This is an optimization exercise on Yosys and OpenROAD, whose aim is small area, a short achievable clock period and few clock cycles, not a production implementation.
RTL that was checked went through simulation tests only; none was proved equivalent to the original.

exp/yarrow:
==> flow/design.v (excerpt) <==
module sdiv_op #(parameter INPUTS = 2,
		parameter OUTPUTS = 1,
		parameter DATA_IN_SIZE = 32,
		parameter DATA_OUT_SIZE = 32)
		(
		input clk,
		input rst,
		input [INPUTS * (DATA_IN_SIZE)- 1 : 0]data_in_bus,
		input [INPUTS - 1 : 0]valid_in_bus,
		output [INPUTS - 1 : 0] ready_in_bus,
		output [OUTPUTS * (DATA_OUT_SIZE) - 1 : 0]data_out_bus,
		output [OUTPUTS - 1 : 0]valid_out_bus,
		input [OUTPUTS - 1 : 0] ready_out_bus
);
==> flow/config.mk <==
export PLATFORM = sky130hd
export DESIGN_NAME = sdiv_op
export DESIGN_NICKNAME = sdiv_op
export VERILOG_FILES = /design/flow/design.v
export SDC_FILE = /design/flow/constraint.sdc
export NUM_CORES = 4
export LEC_CHECK = 0
export CAP_MARGIN = 20
export CORE_MARGIN = 2
export CORE_UTILIZATION = 65
export CTS_BUF_LIST = sky130_fd_sc_hd__clkbuf_4 sky130_fd_sc_hd__clkbuf_8
export PLACE_DENSITY = 0.75
export SETUP_SLACK_MARGIN = 2.4
export SLEW_MARGIN = 20
export SYNTH_HIERARCHICAL = 1
==> flow/constraint.sdc <==
create_clock -name core_clock -period 5.0 [get_ports {clk}]
set_input_delay 1.0000 -clock core_clock [delete_from_list [all_inputs] [get_ports {clk}]]
set_output_delay 1.0000 -clock core_clock [all_outputs]
set_load 0.01 [all_outputs]
standard.sh (not shown) runs the stock make flow with config.mk's settings and CLKGATE_MAP_FILE= SYNTH_SCRIPT=/design/flow/synth_recipe.tcl, a recipe that flattens the netlist after the stock synthesis.
==> flow/flow/run.sh <==
#!/bin/bash
# The standard layout, with small plain buffers on the ports instead of the
# delay cells buffer_ports picks by default. Every port still gets a buffer.
set -euo pipefail
export BUFFER_PORTS_ARGS="-buffer_cell sky130_fd_sc_hd__buf_1"
bash standard.sh > standard.log 2>&1
Testbench counts of exp/yarrow, summed over its fixed seeds: cycles 16,327.
Changes in exp/harbor relative to exp/yarrow:
--- a/flow/design.v
+++ b/flow/design.v
@@ -35,15 +35,14 @@
 	wire sq = sa ^ sb;
 	wire [31:0] ain = data_in_bus[31:0];
 	wire [31:0] bin = data_in_bus[63:32];
 	wire [31:0] aabs;
 	sdiv_abs u_abs (.a(ain), .y(aabs));
 	wire [31:0] diff;
-	wire qb, rsel;
-	wire ren = state[3] | (state[1] & sq & qfree);
-	sdiv_sub u_sub (.r(r), .d(d), .cin(cin_f), .en(ren), .diff(diff), .ge(qb), .ge_en(rsel));
+	wire qb;
+	sdiv_sub u_sub (.r(r), .d(d), .cin(cin_f), .diff(diff), .ge(qb));
 	wire take = rdy & (&got_n);
 	wire [31:0] d_nx;
 	sdiv_dnext u_dn (.ld(rdy2[1]), .ldv(bin ^ {32{bin[31]}}), .shf(state[2]), .fill(sb_f), .s(shr),
 		.div(state[3]), .d(d), .y(d_nx));
 	wire [4:0] mr, md, sh;
 	wire sh_ge;
@@ -111,22 +110,25 @@
 		end
 	always @(posedge clk) begin
 		case (1'b1)
 			state[0]: if (zq) q <= 32'd0;
 			state[1]: if (qfree) begin
 				q <= {32{sq}};
+				if (sq) r <= diff;
 			end
 			state[3]: begin
+				if (qb) r <= diff;
 				q <= {q[30:0], qb ^ sq};
 				cnt <= cnt - 5'd1;
 			end
 			default: ;
 		endcase
-		if (rdy2[0]) r <= aabs;
-		else if (rsel) r <= diff;
-		if (rdy2[0]) sa <= ain[31];
+		if (rdy2[0]) begin
+			r <= aabs;
+			sa <= ain[31];
+		end
 		d <= d_nx;
 		shr <= sh;
 		if (state[2]) cnt <= shr;
 		if (rdy2[1]) begin
 			sb <= bin[31];
 			sb_f <= bin[31];
@@ -135,16 +137,14 @@
 	end
 endmodule
 module sdiv_sub (
 	input  [31:0] r,
 	input  [31:0] d,
 	input         cin,
-	input         en,
 	output [31:0] diff,
-	output        ge,
-	output        ge_en
+	output        ge
 );
 	wire [31:0] g0, p0;
 	wire [31:0] g1, p1;
 	wire [31:0] g2, p2;
 	wire [31:0] g3, p3;
 	wire [31:0] g4, p4;
@@ -374,13 +374,12 @@
 	sdiv_oai u5_29 (.gh(g4[29]), .ph(p4[29]), .gl(g4[13]), .pl(p4[13]), .go(g5[29]), .po(p5[29]));
 	sdiv_oai u5_30 (.gh(g4[30]), .ph(p4[30]), .gl(g4[14]), .pl(p4[14]), .go(g5[30]), .po(p5[30]));
 	sdiv_oai u5_31 (.gh(g4[31]), .ph(p4[31]), .gl(g4[15]), .pl(p4[15]), .go(g5[31]), .po(p5[31]));
 	wire [32:0] c = {g5, cin};
 	assign diff = t ^ c[31:0];
 	assign ge = c[32];
-	sdiv_oai_en ue (.gh(g4[31]), .ph(p4[31]), .gl(g4[15]), .en(en), .y(ge_en));
 endmodule
 module sdiv_sub5 (
 	input  [4:0] r,
 	input  [4:0] d,
 	input         cin,
 	output [4:0] diff,
@@ -428,15 +427,12 @@
 	assign gn = ~(a & ~b);
 	assign pn = ~(a | ~b);
 endmodule
 module sdiv_xnor (input a, input b, output y);
 	assign y = a ^ ~b;
 endmodule
-module sdiv_oai_en (input gh, input ph, input gl, input en, output y);
-	assign y = ~(gh & (ph | gl)) & en;
-endmodule
 module sdiv_oai (input gh, input ph, input gl, input pl, output go, output po);
 	assign go = ~(gh & (ph | gl));
 	assign po = ~(ph | pl);
 endmodule
 module sdiv_aoi (input gh, input ph, input gl, input pl, output go, output po);
 	assign go = ~(gh | (ph & gl));
### Flow results
Compare exp/yarrow and exp/harbor | global routing usage summed across all routing layers higher: exp/harbor
exp/harbor reports its capture point of the critical path as r[0] while exp/yarrow reports r[5].
Lower total detailed-routing wirelength was reported by exp/yarrow, not exp/harbor.
Comparing exp/harbor with exp/yarrow, the number of standard cells after synthesis came out essentially unchanged.
When exp/harbor is measured against exp/yarrow, its non-clock buffer count turns out 14 lower.
Diff exp/yarrow..exp/harbor | post-route minimum period | negligible
Between exp/yarrow and exp/harbor, the upper clock frequency limit figures differ only marginally.
Comparing exp/yarrow with exp/harbor, the final-layout clock-cell area share came out essentially unchanged.
Testbench counts of exp/harbor, summed over its fixed seeds: cycles 16,327.

========
Setup of run a:
sdiv_op, a different RTL version from the one above (not shown whole).
Size: ~1,500 cells after synthesis.
==> module sdiv_op, before the edit <==
module sdiv_op #(parameter INPUTS = 2,
		parameter OUTPUTS = 1,
		parameter DATA_IN_SIZE = 32,
		parameter DATA_OUT_SIZE = 32)
		(
		input clk,
		input rst,
		input [INPUTS * (DATA_IN_SIZE)- 1 : 0]data_in_bus,
		input [INPUTS - 1 : 0]valid_in_bus,
		output [INPUTS - 1 : 0] ready_in_bus,
		output [OUTPUTS * (DATA_OUT_SIZE) - 1 : 0]data_out_bus,
		output [OUTPUTS - 1 : 0]valid_out_bus,
		input [OUTPUTS - 1 : 0] ready_out_bus
);
	localparam S_ACC = 4'b0001, S_PRE = 4'b0010, S_SHF = 4'b0100, S_DIV = 4'b1000;
	reg [3:0]  state;
	reg        rdy;       
	reg [1:0]  rin;       
	reg [1:0]  got;       
	reg        ov;        
	reg [31:0] r;         
	reg [31:0] d;         
	reg [31:0] q;         
	reg [4:0]  cnt;       
	reg [4:0]  shr;       
	reg [4:0]  shr2;      
	reg        zq;        
	reg        sa, sb;    
	reg        cin_f;     
	reg        sb_f;      
	wire [1:0] rdy2 = {2{rdy}} & ~got;    
	assign ready_in_bus = rin;
	wire [1:0] fire = valid_in_bus & rdy2;
	wire [1:0] got_n = got | fire;
	wire qfree = ~ov | ready_out_bus[0];
	wire sq = sa ^ sb;
	wire [31:0] ain = data_in_bus[31:0];
	wire [31:0] bin = data_in_bus[63:32];
	wire [31:0] aabs;
	sdiv_abs u_abs (.a(ain), .y(aabs));
	wire [31:0] diff;
	wire qb, rsel;
	wire ren = state[3] | (state[1] & sq & qfree);
	sdiv_sub u_sub (.r(r), .d(d), .cin(cin_f), .en(ren), .diff(diff), .ge(qb), .ge_en(rsel));
	wire take = rdy & (&got_n);
	wire [31:0] d_nx;
	sdiv_dnext u_dn (.ld(rdy2[1]), .ldv(bin ^ {32{bin[31]}}), .shf(state[2]), .fill(sb_f), .s(shr), .s2(shr2),
		.div(state[3]), .d(d), .y(d_nx));
	wire [4:0] mr, md, sh;
	wire sh_ge;
	sdiv_msb u_mr (.x(r), .m(mr));
	sdiv_msb u_md (.x(d), .m(md));
	sdiv_sub5 u_sh (.r(mr), .d(md), .cin(1'b1), .diff(sh), .ge(sh_ge));
	wire [4:0] sh2;
	wire sh2_ge;
	sdiv_sub5 u_sh2 (.r(mr), .d(md), .cin(1'b1), .diff(sh2), .ge(sh2_ge));
	assign valid_out_bus = ov;
	assign data_out_bus = q;
	reg [3:0] state_n;
	reg       rdy_n, ov_n;
	reg [1:0] got_nx;
	always @* begin
		state_n = state;
		rdy_n = rdy;
		ov_n = ov & ~ready_out_bus[0];
		got_nx = got;
		if (rdy) got_nx = take ? 2'b00 : got_n;
		case (1'b1)
			state[0]: begin
				if (zq) ov_n = 1'b1;
				if (take) begin
					state_n = S_PRE;
					rdy_n = 1'b0;
				end
			end
			state[1]: if (qfree) begin
				if (~qb) begin
					state_n = S_ACC;
					rdy_n = 1'b1;
				end else
					state_n = S_SHF;
			end
			state[2]: begin
				state_n = S_DIV;
				rdy_n = (shr == 5'd0);
			end
			default: begin
				rdy_n = (cnt == 5'd1);
				if (cnt == 5'd0) begin
					ov_n = 1'b1;
					if (take) state_n = S_PRE;
					else begin
						state_n = S_ACC;
						rdy_n = 1'b1;
					end
				end
			end
		endcase
	end
	always @(posedge clk, posedge rst)
		if (rst) begin
			state <= S_ACC;
			zq <= 1'b0;
			rdy <= 1'b1;
			rin <= 2'b11;
			got <= 2'b00;
			ov <= 1'b0;
		end else begin
			state <= state_n;
			zq <= state[1] & qfree & ~qb;
			rdy <= rdy_n;
			rin <= {2{rdy_n}} & ~got_nx;
			got <= got_nx;
			ov <= ov_n;
		end
	always @(posedge clk) begin
		case (1'b1)
			state[0]: if (zq) q <= 32'd0;
			state[1]: if (qfree) begin
				q <= {32{sq}};
			end
			state[3]: begin
				q <= {q[30:0], qb ^ sq};
				cnt <= cnt - 5'd1;
			end
			default: ;
		endcase
		if (rdy2[0]) r <= aabs;
		else if (rsel) r <= diff;
		if (rdy2[0]) sa <= ain[31];
		d <= d_nx;
		shr <= sh;
		shr2 <= sh2;
		if (state[2]) cnt <= shr;
		if (rdy2[1]) begin
			sb <= bin[31];
			sb_f <= bin[31];
			cin_f <= ~bin[31];
		end
	end
endmodule
==> module sdiv_dnext, before the edit <==
module sdiv_dnext (
	input         ld,
	input  [31:0] ldv,
	input         shf,
	input         fill,
	input  [4:0]  s,
	input  [4:0]  s2,
	input         div,
	input  [31:0] d,
	output [31:0] y
);
	wire [31:0] y0, y1, y2, y3, dsh;
	genvar i;
	generate
		for (i = 0; i < 32; i = i + 1) begin : g
			wire [4:0] c = (i < 16) ? s : s2;
			if (i >= 1)  assign y0[i]  = c[0] ? d[i-1]   : d[i];   else assign y0[i]  = c[0] ? fill : d[i];
			if (i >= 2)  assign y1[i]  = c[1] ? y0[i-2]  : y0[i];  else assign y1[i]  = c[1] ? fill : y0[i];
			if (i >= 4)  assign y2[i]  = c[2] ? y1[i-4]  : y1[i];  else assign y2[i]  = c[2] ? fill : y1[i];
			if (i >= 8)  assign y3[i]  = c[3] ? y2[i-8]  : y2[i];  else assign y3[i]  = c[3] ? fill : y2[i];
			if (i >= 16) assign dsh[i] = c[4] ? y3[i-16] : y3[i];  else assign dsh[i] = c[4] ? fill : y3[i];
		end
	endgenerate
	wire [31:0] base = ld ? ldv : (div ? {1'b0, d[31:1]} : d);
	assign y = shf ? dsh : base;
endmodule
==> flow/config.mk <==
export PLATFORM = sky130hd
export DESIGN_NAME = sdiv_op
export DESIGN_NICKNAME = sdiv_op
export VERILOG_FILES = /design/flow/design.v
export SDC_FILE = /design/flow/constraint.sdc
export NUM_CORES = 4
export LEC_CHECK = 0
export CAP_MARGIN = 20
export CORE_MARGIN = 2
export CORE_UTILIZATION = 65
export CTS_BUF_LIST = sky130_fd_sc_hd__clkbuf_4 sky130_fd_sc_hd__clkbuf_8
export PLACE_DENSITY = 0.75
export SETUP_SLACK_MARGIN = 2.6
export SLEW_MARGIN = 20
export SYNTH_HIERARCHICAL = 1
==> flow/constraint.sdc <==
create_clock -name core_clock -period 5.0 [get_ports {clk}]
set_input_delay 1.0000 -clock core_clock [delete_from_list [all_inputs] [get_ports {clk}]]
set_output_delay 1.0000 -clock core_clock [all_outputs]
set_load 0.01 [all_outputs]
Scripts as last shown in full above: flow/flow/run.sh
Input-level comparison between run b and run a:
--- a/flow/design.v
+++ b/flow/design.v
@@ -22,9 +22,8 @@
 	reg [31:0] d;         
 	reg [31:0] q;         
 	reg [4:0]  cnt;       
 	reg [4:0]  shr;       
-	reg [4:0]  shr2;      
 	reg        zq;        
 	reg        sa, sb;    
 	reg        cin_f;     
 	reg        sb_f;      
@@ -43,18 +42,15 @@
 	wire ren = state[3] | (state[1] & sq & qfree);
 	sdiv_sub u_sub (.r(r), .d(d), .cin(cin_f), .en(ren), .diff(diff), .ge(qb), .ge_en(rsel));
 	wire take = rdy & (&got_n);
 	wire [31:0] d_nx;
-	sdiv_dnext u_dn (.ld(rdy2[1]), .ldv(bin ^ {32{bin[31]}}), .shf(state[2]), .fill(sb_f), .s(shr), .s2(shr2),
+	sdiv_dnext u_dn (.ld(rdy2[1]), .ldv(bin ^ {32{bin[31]}}), .shf(state[2]), .fill(sb_f), .s(shr),
 		.div(state[3]), .d(d), .y(d_nx));
 	wire [4:0] mr, md, sh;
 	wire sh_ge;
 	sdiv_msb u_mr (.x(r), .m(mr));
 	sdiv_msb u_md (.x(d), .m(md));
 	sdiv_sub5 u_sh (.r(mr), .d(md), .cin(1'b1), .diff(sh), .ge(sh_ge));
-	wire [4:0] sh2;
-	wire sh2_ge;
-	sdiv_sub5 u_sh2 (.r(mr), .d(md), .cin(1'b1), .diff(sh2), .ge(sh2_ge));
 	assign valid_out_bus = ov;
 	assign data_out_bus = q;
 	reg [3:0] state_n;
 	reg       rdy_n, ov_n;
@@ -129,9 +125,8 @@
 		else if (rsel) r <= diff;
 		if (rdy2[0]) sa <= ain[31];
 		d <= d_nx;
 		shr <= sh;
-		shr2 <= sh2;
 		if (state[2]) cnt <= shr;
 		if (rdy2[1]) begin
 			sb <= bin[31];
 			sb_f <= bin[31];
@@ -743,24 +738,16 @@
 	input  [31:0] ldv,
 	input         shf,
 	input         fill,
 	input  [4:0]  s,
-	input  [4:0]  s2,
 	input         div,
 	input  [31:0] d,
 	output [31:0] y
 );
-	wire [31:0] y0, y1, y2, y3, dsh;
-	genvar i;
-	generate
-		for (i = 0; i < 32; i = i + 1) begin : g
-			wire [4:0] c = (i < 16) ? s : s2;
-			if (i >= 1)  assign y0[i]  = c[0] ? d[i-1]   : d[i];   else assign y0[i]  = c[0] ? fill : d[i];
-			if (i >= 2)  assign y1[i]  = c[1] ? y0[i-2]  : y0[i];  else assign y1[i]  = c[1] ? fill : y0[i];
-			if (i >= 4)  assign y2[i]  = c[2] ? y1[i-4]  : y1[i];  else assign y2[i]  = c[2] ? fill : y1[i];
-			if (i >= 8)  assign y3[i]  = c[3] ? y2[i-8]  : y2[i];  else assign y3[i]  = c[3] ? fill : y2[i];
-			if (i >= 16) assign dsh[i] = c[4] ? y3[i-16] : y3[i];  else assign dsh[i] = c[4] ? fill : y3[i];
-		end
-	endgenerate
+	wire [31:0] y0 = s[0] ? {d[30:0],  {1{fill}}}  : d;
+	wire [31:0] y1 = s[1] ? {y0[29:0], {2{fill}}}  : y0;
+	wire [31:0] y2 = s[2] ? {y1[27:0], {4{fill}}}  : y1;
+	wire [31:0] y3 = s[3] ? {y2[23:0], {8{fill}}}  : y2;
+	wire [31:0] dsh = s[4] ? {y3[15:0], {16{fill}}} : y3;
 	wire [31:0] base = ld ? ldv : (div ? {1'b0, d[31:1]} : d);
 	assign y = shf ? dsh : base;
 endmodule
==> comparison <==
Run b was carried through to the last stage, and its layout satisfied the timing, DRC and antenna checks. [compare] base=run a new=run b: total length of routed wires went up by about 7%; y dimension of the die now smaller. As of run b, count of non-CTS buffers in the layout had risen by a little under 10% compared to run a. In the flow results for run a and run b, the wire length per cell is larger on run b. As far as core occupancy in the finished layout is concerned, run b and run a perform about the same. Going from run a to run b, the area of the die was found to have gone down by 2.1%. Of the two candidates, run a has the worse final design area excluding fillers and run b the better one.
Testbench counts of run b, summed over its fixed seeds: cycles 16,327.
For run a, only the layout was checked, not whether the RTL still works.

==> port drivers added, routing unchanged <==
The flow's constraints put no driver on any port. The routed layouts listed below were extracted and timed again, unchanged, in two steps.
Step 1 sets driving cells, clkbuf_16 on the clock port and buf_2 on the other inputs (assumed; they add their load-dependent delay and slew).
Step 2 moves the port delays by t, midway between the first and last clock arrival at a register: inputs arrive t later, outputs are due t later. That takes back most of the time a late clock gives input paths.
Slacks: ideal / step 1 / step 2; pairs: ideal / step 1.
run	shift t [ns]	setup WS [ns]	clock arrival spread, ns	cell pins on the clock port's net
exp/yarrow	0.508	2.465 / 2.465 / 2.233	0.019 / 0.018	1
exp/harbor	0.498	2.466 / 2.466 / 2.292	0.020 / 0.020	1
run a	0.512	2.614 / 2.614 / 2.255	0.016 / 0.016	1
run b	0.512	2.661 / 2.661 / 2.254	0.017 / 0.016	1
After both steps every run listed still meets setup and hold. For run b, which loses most, drivers alone change the setup slack by 0.000 ns; drivers and shift together by -0.407 ns.
